What follows belongs to an exercise in optimizing a design on an open flow for small area and a short achievable clock period; a production flow would make more cautious choices.
At most, simulation tests tie the RTL to the original design; equivalence was not proved.
No activity file was given, so power comes from the tool's default toggle rates.

## oak
## rgb2dvi
module rgb2dvi (
    input  wire        PixelClk,
    input  wire [23:0] vid_pData,
    input  wire        vid_pVDE,
    input  wire        vid_pHSync,
    input  wire        vid_pVSync,
    output wire [9:0]  pDataOutRaw0,    
    output wire [9:0]  pDataOutRaw1,    
    output wire [9:0]  pDataOutRaw2     
);
Settings: LEC_CHECK=0, CAP_MARGIN=20, CORE_MARGIN=2, CORE_UTILIZATION=60, SETUP_SLACK_MARGIN=2.3, SLEW_MARGIN=20; clock period 4.0 ns.
standard.sh (not shown) runs the stock make flow with config.mk's settings and CLKGATE_MAP_FILE= SYNTH_SCRIPT=/design/flow/synth_recipe.tcl, a recipe that flattens the netlist after the stock synthesis.
==> flow/flow/run.sh <==
#!/bin/bash
# Standard layout (the standard.sh) with these ORFS settings on top:
#  ADDER_MAP_FILE= : no adder cells in synthesis, ABC maps the adders as plain gates
#  ABC_AREA=1 with a copy of ORFS's scripts whose abc_area.script is flow/abc.script
#  BUFFER_PORTS_ARGS : the smallest buffer on each port
set -e
SD=$PWD/scripts_abc
rm -rf "$SD"
cp -r "$FLOW_HOME/scripts" "$SD"
cp flow/abc.script "$SD/abc_area.script"
bash standard.sh SCRIPTS_DIR="$SD" ADDER_MAP_FILE= ABC_AREA=1 "BUFFER_PORTS_ARGS=-buffer_cell sky130_fd_sc_hd__buf_1" > standard.log 2>&1
==> flow/flow/abc.script <==
strash
&get -n
&st
&dc2
&b -d
&dch -f
&nf -R 1000
&put
buffer -c
topo
stime -c
upsize -c
dnsize -c
The following lists how pine was set up differently from oak:
- SETUP_SLACK_MARGIN: 2.3 -> 2.2
- GPL_TIMING_DRIVEN: unset -> 1
-- flow/flow/run.sh --
<<< oak, line 9
cp -r "$FLOW_HOME/scripts" "$SD"
cp flow/abc.script "$SD/abc_area.script"
bash standard.sh SCRIPTS_DIR="$SD" ADDER_MAP_FILE= ABC_AREA=1 "BUFFER_PORTS_ARGS=-buffer_cell sky130_fd_sc_hd__buf_1" > standard.log 2>&1
>>> pine, line 9
cp -r "$FLOW_HOME/scripts" "$SD"
cp flow/abc.script "$SD/abc_area.script"
bash standard.sh SCRIPTS_DIR="$SD" ADDER_MAP_FILE= ABC_AREA=1 "BUFFER_PORTS_ARGS=-buffer_cell sky130_fd_sc_hd__buf_1" "CTS_ARGS=-sink_clustering_enable -repair_clock_nets -dont_use_dummy_load" > standard.log 2>&1
==> flow/flow/abc.script <==
strash
&get -n
&st
&syn2
&b -d
&dch -f
&nf
&put
buffer -c
topo
stime -c
upsize -c
dnsize -c
## What came out
Diff oak -> pine | register area | decrease of about 2%. Between oak and pine, the flow reports total via count after detailed routing decreasing by a few percent. Met1 routed wirelength after detailed routing: pine vs oak down 8.8%. Changes observed in pine relative to oak: post-layout utilization of the core decreased 5.4 points; met2 layer usage reported by global route higher; sequential share of cell area went up by 2.6 points. Cmp oak and pine / global-route wire length before repair / higher: oak. Note that the wire length recorded for oak amounts to 1.09 times the value seen in pine. Sort oak and pine by final cell count without fillers desc -> top: oak.
Edits applied to the flow inputs when going from pine to birch:
- removing GPL_TIMING_DRIVEN (formerly 1)
- changing SETUP_SLACK_MARGIN from 2.2 to 2.1
-- flow/flow/abc.script --
<<< pine, line 5
&b -d
&dch -f
&nf
&put
buffer -c
>>> birch, line 5
&b -d
&dch -f
&nf -R 50
&put
buffer -c
Notes after the runs:
- First-iteration DRC count went up by a few percent going from pine to birch.
- Standard cell core area, birch and pine: lower on birch
- The final worst-path cycle share of birch exceeds that of pine by 3.0 points.
- birch vs pine — cell area dropped slightly
- On final wirelength, birch and pine are basically level.
- birch ends up with higher sequential share of layout area than pine does.

* * *

run A:
Starting RTL as in the previous note.
clock: 4.0 ns
lec_check: 0
cap_margin: 20
core_margin: 2
core_utilization: 60
setup_slack_margin: 2.25
slew_margin: 20
==> flow/flow/run.sh <==
#!/bin/bash
# Standard layout (the standard.sh) with these ORFS settings on top:
#  ADDER_MAP_FILE= : no adder cells in synthesis, ABC maps the adders as plain gates
#  ABC_AREA=1 with a copy of ORFS's scripts whose abc_area.script is flow/abc.script
#  BUFFER_PORTS_ARGS : the smallest buffer on each port
set -e
SD=$PWD/scripts_abc
rm -rf "$SD"
cp -r "$FLOW_HOME/scripts" "$SD"
cp flow/abc.script "$SD/abc_area.script"
bash standard.sh SCRIPTS_DIR="$SD" ADDER_MAP_FILE= ABC_AREA=1 "BUFFER_PORTS_ARGS=-buffer_cell sky130_fd_sc_hd__buf_1" > standard.log 2>&1
==> flow/flow/abc.script <==
strash
&get -n
&st
&syn2
&b -d
&dch -f
&nf
&put
buffer -c
topo
stime -c
upsize -c
dnsize -c
> inputs changed (run A -> run B)
Settings: SETUP_SLACK_MARGIN: 2.25 -> 2.1.
==> flow/flow/abc.script <==
strash
dc2
dch -f
amap
### Flow results
Re largest buffer count on any clock path: no difference whatsoever between run A and run B. Violation count after the first detailed-routing iteration (run A / run B): 0.53. Summary of run B over run A: die area down about 4%, total routing usage reported by global routing up 4.4 points, maximum number of pins on one net before global-route repair down 3.4%, fraction of the mapped netlist area in simple logic gates up 2.3 points.
Inputs modified between run B and run C:
Settings: SETUP_SLACK_MARGIN now 2.2, was 2.1.
-- flow/flow/run.sh --
<<< run B, line 10
cp flow/abc.script "$SD/abc_area.script"
bash standard.sh SCRIPTS_DIR="$SD" ADDER_MAP_FILE= ABC_AREA=1 "BUFFER_PORTS_ARGS=-buffer_cell sky130_fd_sc_hd__buf_1" > standard.log 2>&1
>>> run C, line 10
cp flow/abc.script "$SD/abc_area.script"
bash standard.sh SCRIPTS_DIR="$SD" ADDER_MAP_FILE= ABC_AREA=1 "BUFFER_PORTS_ARGS=-buffer_cell sky130_fd_sc_hd__buf_1" "CTS_ARGS=-sink_clustering_enable -repair_clock_nets -dont_use_dummy_load" > standard.log 2>&1
==> flow/flow/abc.script <==
strash
&get -n
&st
&dc2
&b -d
&dch -f
&nf
&put
buffer -c
topo
stime -c
upsize -c
dnsize -c
--- outcome ---
- Run C: done, clean on timing, DRC and antenna
- Simple-gate share of the synthesized area came out lower on run C than on run B.
- Relative to run B, setup slack increased by 60 ps in run C.
- Measured against each other, run B and run C differ in count of vias placed by the detailed router, the higher figure coming from run B.
- Any difference in insertion delay to the later sink of the worst-skew pair between run C and run B is small enough to ignore.
- Worst hold slack, run B and run C, higher one = run C.
- Looking only at global-route usage, and setting everything else aside, the higher value of run B and run C goes to run B.
Input-level comparison between run D and run C:
Settings: PLACE_DENSITY newly set to 0.7.
-- flow/flow/abc.script --
<<< run C, line 3
&st
&dc2
&b -d
>>> run D, line 3
&st
&syn2
&b -d
Findings:
Run D went all the way through synthesis, placement and routing and the layout is clean on timing, DRC and antenna. Run C -> run D: non-clock buffer count increased by a few percent. Of run C and run D, run C shows the higher share of total power in combinational logic, with run D below it. Run C → run D: worst slew margin relative to its limit now sits lower, share of the final layout cell area in multi-input gates now sits lower, worst voltage drop across the vdd grid now sits lower.

* * *

rgb2dvi, a different RTL version from the one above (not shown whole).
Size: about 450 cells after synthesis, ~110 flip-flops.
Settings: LEC_CHECK=0, CAP_MARGIN=20, CORE_MARGIN=2, CORE_UTILIZATION=60, SLEW_MARGIN=20; clock period 4.0 ns.
==> flow/flow/run.sh <==
#!/bin/bash
# Standard layout, with the adder cells left out of synthesis (plain gates
# for ABC), ABC run with flow/abc.script, and the smallest buffer on the ports.
set -e
SD=$PWD/scripts_abc
rm -rf "$SD"
cp -r "$FLOW_HOME/scripts" "$SD"
cp flow/abc.script "$SD/abc_area.script"
bash standard.sh SCRIPTS_DIR="$SD" ADDER_MAP_FILE= ABC_AREA=1 "BUFFER_PORTS_ARGS=-buffer_cell sky130_fd_sc_hd__buf_1" > standard.log 2>&1
==> flow/flow/abc.script <==
strash
dc2
&get -n
&dch -f
&nf
&put
buffer -c
topo
stime -c
upsize -c
dnsize -c
Rerun with:
Settings changed: SETUP_SLACK_MARGIN from default to 2.3.
The changed run produced a clean layout.
Core utilization is higher by 9.7 points.
Design area came out higher by 14%.
Synthesized area does not change.
Routed wire length climbs by 22%.
Total power climbs by 20%.
Via count rose by 7.3%.
Function was not checked in any run of this note: the RTL went through the layout flow alone.

* * *

RTL: one of the versions met above, not the one the previous note started from.
For scale: about 480 cells after synthesis, ~110 flip-flops, roughly 58 I/O pins, roughly 4500 um^2 of cells after synthesis.
clock: 4.0 ns
lec_check: 0
cap_margin: 20
core_margin: 2
core_utilization: 60
setup_slack_margin: 2.2
slew_margin: 20
==> flow/flow/run.sh <==
#!/bin/bash
# Standard layout (the standard.sh) with these ORFS settings on top:
#  ADDER_MAP_FILE= : no adder cells in synthesis, ABC maps the adders as plain gates
#  ABC_AREA=1 with a copy of ORFS's scripts whose abc_area.script is flow/abc.script
#  BUFFER_PORTS_ARGS : the smallest buffer on each port
set -e
SD=$PWD/scripts_abc
rm -rf "$SD"
cp -r "$FLOW_HOME/scripts" "$SD"
cp flow/abc.script "$SD/abc_area.script"
bash standard.sh SCRIPTS_DIR="$SD" ADDER_MAP_FILE= ABC_AREA=1 "BUFFER_PORTS_ARGS=-buffer_cell sky130_fd_sc_hd__buf_1" "CTS_ARGS=-sink_clustering_enable -repair_clock_nets -dont_use_dummy_load" > standard.log 2>&1
==> flow/flow/abc.script <==
strash
&get -n
&st
&synch2
&b -d
&dch -f
&nf
&put
buffer -c
topo
stime -c
upsize -c
dnsize -c
Edit:
==> flow/flow/abc.script (replaced) <==
strash
&get -n
&st
&syn2
&b -d
&dch -f
&nf -R 50
&put
buffer -c
topo
stime -c
upsize -c
dnsize -c
--- a/flow/config.mk
+++ b/flow/config.mk
@@ -8,5 +8,5 @@
 export CAP_MARGIN = 20
 export CORE_MARGIN = 2
-export CORE_UTILIZATION = 60
+export CORE_UTILIZATION = 65
 export SETUP_SLACK_MARGIN = 2.2
 export SLEW_MARGIN = 20
Outcome:
- The changed run finished with timing, DRC and antenna clean
- routed wire length rises by a few percent
- sequential cell count does not change
- setup slack loses 0.065 ns
- total power rises slightly
- design area falls slightly
- synthesized area falls by a few percent
Edit:
==> flow/flow/abc.script (replaced) <==
strash
&get -n
&st
&syn2
&b -d
&dch -f
&nf
&put
buffer -c
topo
stime -c
upsize -c
dnsize -c
--- a/flow/config.mk
+++ b/flow/config.mk
@@ -8,5 +8,5 @@
 export CAP_MARGIN = 20
 export CORE_MARGIN = 2
-export CORE_UTILIZATION = 65
-export SETUP_SLACK_MARGIN = 2.2
+export CORE_UTILIZATION = 60
+export SETUP_SLACK_MARGIN = 2.1
 export SLEW_MARGIN = 20
What happened: Total power goes down by 2.5%; cell count goes up by about 0.8%; design area goes down by 1.2%; die area goes up by 9.0%; area after synthesis goes up by 1.0%; maximum frequency goes down by 0.31%; register-to-register slack degrades by 0.06 ns; clock skew goes down by 0.0034 ns; setup slack degrades by 0.0056 ns.
Edit:
--- a/flow/flow/run.sh
+++ b/flow/flow/run.sh
@@ -9,3 +9,3 @@
 cp -r "$FLOW_HOME/scripts" "$SD"
 cp flow/abc.script "$SD/abc_area.script"
-bash standard.sh SCRIPTS_DIR="$SD" ADDER_MAP_FILE= ABC_AREA=1 "BUFFER_PORTS_ARGS=-buffer_cell sky130_fd_sc_hd__buf_1" "CTS_ARGS=-sink_clustering_enable -repair_clock_nets -dont_use_dummy_load" > standard.log 2>&1
+bash standard.sh SCRIPTS_DIR="$SD" ADDER_MAP_FILE= ABC_AREA=1 "BUFFER_PORTS_ARGS=-buffer_cell sky130_fd_sc_hd__buf_1" > standard.log 2>&1
==> flow/flow/abc.script (replaced) <==
strash
&get -n
&st
&syn2
&b
&dch -f
&nf
&put
buffer -c
topo
stime -c
upsize -c
dnsize -c
--- a/flow/config.mk
+++ b/flow/config.mk
@@ -9,4 +9,4 @@
 export CORE_MARGIN = 2
 export CORE_UTILIZATION = 60
-export SETUP_SLACK_MARGIN = 2.1
+export SETUP_SLACK_MARGIN = 2.2
 export SLEW_MARGIN = 20
Worst setup slack gets worse by 0.026 ns.
Sequential power grows by about 2%.
Total power grows by 9.2%.
Area after synthesis is about the same.
Combinational power grows by about 6%.
Synthesized cell count grows by 1.3%.
Edit:
--- a/flow/flow/run.sh
+++ b/flow/flow/run.sh
@@ -9,3 +9,3 @@
 cp -r "$FLOW_HOME/scripts" "$SD"
 cp flow/abc.script "$SD/abc_area.script"
-bash standard.sh SCRIPTS_DIR="$SD" ADDER_MAP_FILE= ABC_AREA=1 "BUFFER_PORTS_ARGS=-buffer_cell sky130_fd_sc_hd__buf_1" > standard.log 2>&1
+bash standard.sh SCRIPTS_DIR="$SD" ADDER_MAP_FILE= ABC_AREA=1 "BUFFER_PORTS_ARGS=-buffer_cell sky130_fd_sc_hd__buf_1" "CTS_ARGS=-sink_clustering_enable -repair_clock_nets -dont_use_dummy_load" "DONT_USE_CELLS=sky130_fd_sc_hd__probe_p_8 sky130_fd_sc_hd__probec_p_8 sky130_fd_sc_hd__lpflow_bleeder_1 sky130_fd_sc_hd__lpflow_clkbufkapwr_1 sky130_fd_sc_hd__lpflow_clkbufkapwr_16 sky130_fd_sc_hd__lpflow_clkbufkapwr_2 sky130_fd_sc_hd__lpflow_clkbufkapwr_4 sky130_fd_sc_hd__lpflow_clkbufkapwr_8 sky130_fd_sc_hd__lpflow_clkinvkapwr_1 sky130_fd_sc_hd__lpflow_clkinvkapwr_16 sky130_fd_sc_hd__lpflow_clkinvkapwr_2 sky130_fd_sc_hd__lpflow_clkinvkapwr_4 sky130_fd_sc_hd__lpflow_clkinvkapwr_8 sky130_fd_sc_hd__lpflow_decapkapwr_12 sky130_fd_sc_hd__lpflow_decapkapwr_3 sky130_fd_sc_hd__lpflow_decapkapwr_4 sky130_fd_sc_hd__lpflow_decapkapwr_6 sky130_fd_sc_hd__lpflow_decapkapwr_8 sky130_fd_sc_hd__lpflow_inputiso0n_1 sky130_fd_sc_hd__lpflow_inputiso0p_1 sky130_fd_sc_hd__lpflow_inputiso1n_1 sky130_fd_sc_hd__lpflow_inputiso1p_1 sky130_fd_sc_hd__lpflow_inputisolatch_1 sky130_fd_sc_hd__lpflow_isobufsrc_1 sky130_fd_sc_hd__lpflow_isobufsrc_16 sky130_fd_sc_hd__lpflow_isobufsrc_2 sky130_fd_sc_hd__lpflow_isobufsrc_4 sky130_fd_sc_hd__lpflow_isobufsrc_8 sky130_fd_sc_hd__lpflow_isobufsrckapwr_16 sky130_fd_sc_hd__lpflow_lsbuf_lh_hl_isowell_tap_1 sky130_fd_sc_hd__lpflow_lsbuf_lh_hl_isowell_tap_2 sky130_fd_sc_hd__lpflow_lsbuf_lh_hl_isowell_tap_4 sky130_fd_sc_hd__lpflow_lsbuf_lh_isowell_4 sky130_fd_sc_hd__lpflow_lsbuf_lh_isowell_tap_1 sky130_fd_sc_hd__lpflow_lsbuf_lh_isowell_tap_2 sky130_fd_sc_hd__lpflow_lsbuf_lh_isowell_tap_4 sky130_fd_sc_hd__fill_1 sky130_fd_sc_hd__fill_2 sky130_fd_sc_hd__fill_4 sky130_fd_sc_hd__fill_8  sky130_fd_sc_hd__maj3_1 sky130_fd_sc_hd__maj3_2 sky130_fd_sc_hd__maj3_4" > standard.log 2>&1
==> flow/flow/abc.script (replaced) <==
strash
&get -n
&st
&syn2
&b -d
&dch -f
&nf
&put
buffer -c
topo
stime -c
upsize -c
dnsize -c
Result: The changed run produced a clean layout; cell area goes down by about 1.5%; total power came out lower by 3.4%; count of clock-buffer cells in the layout falls by 1; global-route usage goes down by 0.91 points; fmax climbs by 3.8%; clock skew is higher by 0.016 ns; clock power decreases by 31%; routed wire length drops by about 5.5%; register-to-register slack gains 0.07 ns; sequential power barely changes.
Edit:
==> flow/flow/run.sh (replaced) <==
#!/bin/bash
# Standard layout (the standard.sh) with these ORFS settings on top:
#  ADDER_MAP_FILE= : no adder cells in synthesis, ABC maps the adders as plain gates
#  ABC_AREA=1 with a copy of ORFS's scripts whose abc_area.script is flow/abc.script
#  BUFFER_PORTS_ARGS : the smallest buffer on each port
set -e
SD=$PWD/scripts_abc
rm -rf "$SD"
cp -r "$FLOW_HOME/scripts" "$SD"
cp flow/abc.script "$SD/abc_area.script"
bash standard.sh SCRIPTS_DIR="$SD" ADDER_MAP_FILE= ABC_AREA=1 "BUFFER_PORTS_ARGS=-buffer_cell sky130_fd_sc_hd__buf_1" > standard.log 2>&1
--- a/flow/config.mk
+++ b/flow/config.mk
@@ -9,4 +9,3 @@
 export CORE_MARGIN = 2
 export CORE_UTILIZATION = 60
-export SETUP_SLACK_MARGIN = 2.2
 export SLEW_MARGIN = 20
Effect: The changed run completed without violations. Total power decreases by 1.7%. Cell count decreases by 1.1%. Sequential power barely changes. Wire length barely changes. Cell area decreases by 1.5%.

## separate check: timing with driven ports
In the flow no input, the clock included, has a driving cell. The finished layouts below were timed again as built, in two steps. Step 1 assumes that a clkbuf_16 drives the clock port and a buf_2 every other input. Step 2, shift: input delay + t, output delay - t, t = (earliest + latest rising clock arrival at the registers) / 2. This alone moves slack from input paths to output paths. Three values: ideal ports, drivers, drivers and shift; two values: the first two.
| run | t, ns | setup slack, ns | hold WS [ns] | clock arrival spread, ns | worst data-port slew with drivers (ns) |
|---|---|---|---|---|---|
| oak | 0.394 | 2.318 / 2.304 / 2.018 | 0.331 / 0.331 / 0.331 | 0.014 / 0.014 | 0.03 |
| pine | 0.384 | 2.289 / 2.301 / 1.918 | 0.335 / 0.335 / 0.335 | 0.033 / 0.033 | 0.03 |
| birch | 0.385 | 2.169 / 2.169 / 1.832 | 0.336 / 0.336 / 0.336 | 0.018 / 0.018 | 0.03 |
| run A | 0.385 | 2.270 / 2.282 / 1.897 | 0.335 / 0.335 / 0.335 | 0.010 / 0.011 | 0.03 |
| run B | 0.394 | 2.182 / 2.182 / 1.825 | 0.331 / 0.331 / 0.331 | 0.013 / 0.014 | 0.03 |
| run C | 0.381 | 2.243 / 2.243 / 2.009 | 0.335 / 0.335 / 0.335 | 0.027 / 0.027 | 0.04 |
| run D | 0.381 | 2.278 / 2.278 / 1.914 | 0.332 / 0.332 / 0.332 | 0.033 / 0.033 | 0.03 |
| the first run of note 3 | 0.394 | 1.692 / 1.692 / 1.692 | 0.379 / 0.379 / 0.379 | 0.010 / 0.010 | 0.03 |
| the second run of note 3 | 0.399 | 1.983 / 1.983 / 1.983 | 0.381 / 0.381 / 0.381 | 0.015 / 0.015 | 0.03 |
| the first run of note 4 | 0.377 | 2.283 / 2.295 / 1.918 | 0.341 / 0.341 / 0.341 | 0.022 / 0.022 | 0.03 |
| the second run of note 4 | 0.384 | 2.218 / 2.229 / 1.846 | 0.322 / 0.322 / 0.322 | 0.027 / 0.027 | 0.04 |
| the third run of note 4 | 0.388 | 2.213 / 2.218 / 1.830 | 0.331 / 0.331 / 0.331 | 0.028 / 0.028 | 0.03 |
| the fourth run of note 4 | 0.395 | 2.187 / 2.187 / 1.923 | 0.336 / 0.336 / 0.336 | 0.007 / 0.007 | 0.03 |
| the fifth run of note 4 | 0.378 | 2.253 / 2.253 / 1.916 | 0.334 / 0.334 / 0.334 | 0.023 / 0.023 | 0.03 |
| the sixth run of note 4 | 0.392 | 1.993 / 1.993 / 1.788 | 0.353 / 0.353 / 0.353 | 0.010 / 0.010 | 0.04 |
After both steps every run listed still meets setup and hold. The setup slack of the third run of note 4, which loses most, moves by +0.005 ns with the drivers and by -0.383 ns with both steps.
